Source: an optimization exercise on an open RTL-to-GDS flow (aim: small area, a short achievable clock period and few clock cycles per item). Production flows keep margins and buffers that such runs may drop.
RTL that was checked went through simulation tests only; none was proved equivalent to the original.

==> run a: inputs <==
// cordic_core
module cordic_core (
    input  wire        clk,
    input  wire        rst,
    input  wire        start,
    input  wire [15:0] angle,
    output wire [15:0] sin_out,
    output wire [15:0] cos_out,
    output reg         busy
);
Settings: LEC_CHECK=0, ABC_AREA=1, CAP_MARGIN=20, CORE_MARGIN=2, CORE_UTILIZATION=40, CTS_BUF_LIST=sky130_fd_sc_hd__clkbuf_8, SETUP_SLACK_MARGIN=1.5, SLEW_MARGIN=20; clock period 5.0 ns.
run.sh (not shown) runs the stock make flow with config.mk's settings and CLKGATE_MAP_FILE= SYNTH_SCRIPT=/design/flow/synth_recipe.tcl, a recipe that flattens the netlist after the stock synthesis.
==> run b (differences from run a) <==
==> flow/design.v (replaced) <==
module cordic_core (
    input  wire        clk,
    input  wire        rst,
    input  wire        start,
    input  wire [15:0] angle,
    output wire [15:0] sin_out,
    output wire [15:0] cos_out,
    output reg         busy
);
    reg  [15:0] u, v;        
    reg  [12:0] z;           
    reg  [3:0]  j;           
    reg         pu, pv;      
    reg         lpu, lpv;    
    reg         dv;          
    reg         cu0, cu1;    
    reg         cv0, cv1;    
    assign sin_out = u;
    assign cos_out = v;
    wire acc = start & ~busy;
    wire [13:0] th = angle[13:0];
    wire        d1 = th[13];
    wire        d2 = d1 ? (th >= 14'd13028) : (th >= 14'd3356);
    reg  [15:0] x3, y3;
    reg  [12:0] c3;          
    always @(*) begin
        case ({d1, d2})
            2'b00: begin x3 = 16'd16170; y3 = 16'd1245;  c3 = 13'd801;  end
            2'b01: begin x3 = 16'd13682; y3 = 16'd8707;  c3 = 13'd5911; end
            2'b10: begin x3 = 16'd8707;  y3 = 16'd13682; c3 = 13'd2281; end
            default: begin x3 = 16'd1245; y3 = 16'd16170; c3 = 13'd7391; end
        endcase
    end
    wire [15:0] uini = (angle[14] ? x3 : y3) ^ {16{angle[15]}};
    wire [15:0] vini = (angle[14] ? y3 : x3) ^ {16{angle[15] ^ angle[14]}};
    wire [12:0] at =
        (j == 4'd0)  ? 13'd1297 :
        (j == 4'd1)  ? 13'd651 :
        (j == 4'd2)  ? 13'd326 :
        (j == 4'd3)  ? 13'd163 :
        (j == 4'd4)  ? 13'd81 :
        (j == 4'd5)  ? 13'd41 :
        (j == 4'd6)  ? 13'd20 :
        (j == 4'd7)  ? 13'd10 :
        (j == 4'd8)  ? 13'd5 :
        (j == 4'd9)  ? 13'd3 :
        (j == 4'd10) ? 13'd1 :
        (j == 4'd11) ? 13'd1 : 13'd0;
    wire        d    = ~z[12];                  
    wire        zsub = ~busy | d;
    wire [12:0] za   = busy ? z : angle[12:0];
    wire [12:0] zb   = (busy ? at : c3) ^ {13{zsub}};
    wire [12:0] znxt;
    zadd ZADD (.a(za), .b(zb), .c(zsub), .y(znxt));
    wire        du   = d;                       
    wire        subu = du ^ ~pv;
    wire        subv = dv ^ pu;
    wire        mu   = busy ? ~du : v[15];
    wire        mv   = busy ? dv : u[15];
    wire        fixu = lpu & subu;
    wire        fixv = lpv & subv;
    wire        ciu  = du ? cu1 : cu0;          
    wire        civ  = dv ? cv1 : cv0;          
    wire        fu   = fixu ? ~du : v[15];
    wire        fv   = fixv ? dv : u[15];
    wire [12:0] sv1 = j[0] ? {fu, v[15:4]} : v[15:3];
    wire [12:0] sv2 = j[1] ? {{2{fu}}, sv1[12:2]} : sv1;
    wire [12:0] sv3 = j[2] ? {{4{fu}}, sv2[12:4]} : sv2;
    wire [12:0] sv4 = j[3] ? {{8{fu}}, sv3[12:8]} : sv3;
    wire [12:0] su1 = j[0] ? {fv, u[15:4]} : u[15:3];
    wire [12:0] su2 = j[1] ? {{2{fv}}, su1[12:2]} : su1;
    wire [12:0] su3 = j[2] ? {{4{fv}}, su2[12:4]} : su2;
    wire [12:0] su4 = j[3] ? {{8{fv}}, su3[12:8]} : su3;
    wire [15:0] opu = ({{3{fu}}, sv4} ^ {16{mu}}) ^ {14'd0, fixu, 1'b0};
    wire [15:0] opv = ({{3{fv}}, su4} ^ {16{mv}}) ^ {14'd0, fixv, 1'b0};
    wire [15:0] unxt, vnxt;
    uvadd UADD (.a(u), .b(opu), .c(ciu), .y(unxt));
    uvadd VADD (.a(v), .b(opv), .c(civ), .y(vnxt));
    wire lastn = busy & (j == 4'd10);           
    wire busyn = acc | (busy & (j != 4'd11));
    wire pun   = busy ? pu : angle[15];
    wire pvn   = busy ? pv : angle[15] ^ angle[14];
    wire ku    = ~pvn ^ (lastn & pun);           
    wire kv    = pun ^ (lastn & pvn);            
    always @(posedge clk or posedge rst) begin
        if (rst)
            busy <= 1'b0;
        else
            busy <= busyn;
    end
    always @(posedge clk) begin
        j   <= busy ? j + 4'd1 : (acc ? 4'd0 : 4'd12);
        lpu <= lastn & pu;
        lpv <= lastn & pv;
        z   <= znxt;
        pu  <= pun;
        pv  <= pvn;
        dv  <= ~znxt[12];
        cu0 <= busyn & ku;
        cu1 <= busyn & ~ku;
        cv0 <= busyn & kv;
        cv1 <= busyn & ~kv;
        u <= acc ? uini : unxt;
        v <= acc ? vini : vnxt;
    end
endmodule
module uvadd(input [15:0] a, input [15:0] b, input c, output [15:0] y);
  assign y = a + b + {15'd0, c};
endmodule
module zadd(input [12:0] a, input [12:0] b, input c, output [12:0] y);
  assign y = a + b + {12'd0, c};
endmodule
==> flow/flow/run.sh (new file) <==
#!/bin/bash
set -o pipefail
export BUFFER_PORTS_ARGS="-buffer_cell sky130_fd_sc_hd__buf_1"
cat standard.sh > standard.sh.copy.log
bash standard.sh > standard.log 2>&1
==> flow/standard.sh (new file) <==
#!/bin/bash
# synth_recipe.tcl (not shown) runs the flow's synth.tcl, then flattens the netlist and writes it again
# the make line also repeats each setting of config.mk as NAME=value (left out here)
make -C /OpenROAD-flow-scripts/flow DESIGN_CONFIG=/design/flow/config.mk WORK_HOME=/design/flow/orfs CLKGATE_MAP_FILE= SYNTH_SCRIPT=/design/flow/synth_recipe.tcl "${@:-finish}"
- GPL_TIMING_DRIVEN: unset -> 1
removed: flow/run.sh
==> run notes <==
Run status = finished clean
Synth cell count leaders = nand2_1, inv_1, nand3_1, o21ai_0, dfxtp_1
Critical path class = in -> reg
Post-DR wirelength/cell = 14.4 um
Clock buffers = 12
Synth area leaders = nand2_1, dfxtp_1, nand3_1
Final setup margin = 1.66 ns
Dpl cell area = 6800 um^2
R2R setup slack = 1.71 ns
Worst Path Buf+Inv = 3
Simple-gate share of the synthesized area = 0.402
Non-Clock Buffer Count = 76
Utilization of the core after routing = 0.489
Area growth, synth to finish = 19.7%
Clock latency on the worst-skew pair = 0.36 ns
WL met2 = 8.30 mm
-- figures above: run a

==> run notes <==
Run status = finished clean
R2R setup slack = 1.69 ns
Synth area leaders = dfxtp_1, nand2_1, ha_1
Non-Clock Buffer Count = 71
Synth cell count leaders = nand2_1, inv_1, o21ai_0, nand3_1, a21oi_1
Area growth, synth to finish = 12.4%
Clock buffers = 9
Simple-gate share of the synthesized area = 0.330
WL met2 = 9.03 mm
Post-DR wirelength/cell = 15.4 um
Gates resized, CTS repair = 18
Dpl cell area = 6490 um^2
Final setup margin = 1.69 ns
DR DRC count = 0
Largest net degree at the start of global routing = 33
Worst Path Buf+Inv = 4
-- figures above: run b

Testbench counts of run b, summed over its fixed seeds: cycles 62,408, items 4,800.
Function not checked in run a: the RTL went through the layout flow alone.

-- separate check: timing with driven ports --
The results above use ideal ports. As a check the final layouts listed here were re-extracted and re-timed, cells and wires unchanged.
Step 1 sets driving cells, clkbuf_16 on the clock port and buf_2 on the other inputs (assumed; they add their load-dependent delay and slew).
Step 2 adds t to the input delays and takes it off the output delays; t is the mean of the earliest and latest rising clock arrival at the registers after step 1. Input paths then give back, and output paths get back, about the clock's delay inside the block.
Slacks: ideal / step 1 / step 2; pairs: ideal / step 1.
| run | t (ns) | setup WS [ns] | worst hold slack (ns) |
|---|---|---|---|
| run a | 0.394 | 1.660 / 1.676 / 1.282 | 0.551 / 0.551 / 0.551 |
| run b | 0.405 | 1.687 / 1.687 / 1.416 | 0.432 / 0.415 / 0.523 |
After both steps setup and hold are still met in every run listed. For run a, which loses most, drivers alone change the setup slack by +0.016 ns; drivers and shift together by -0.378 ns.
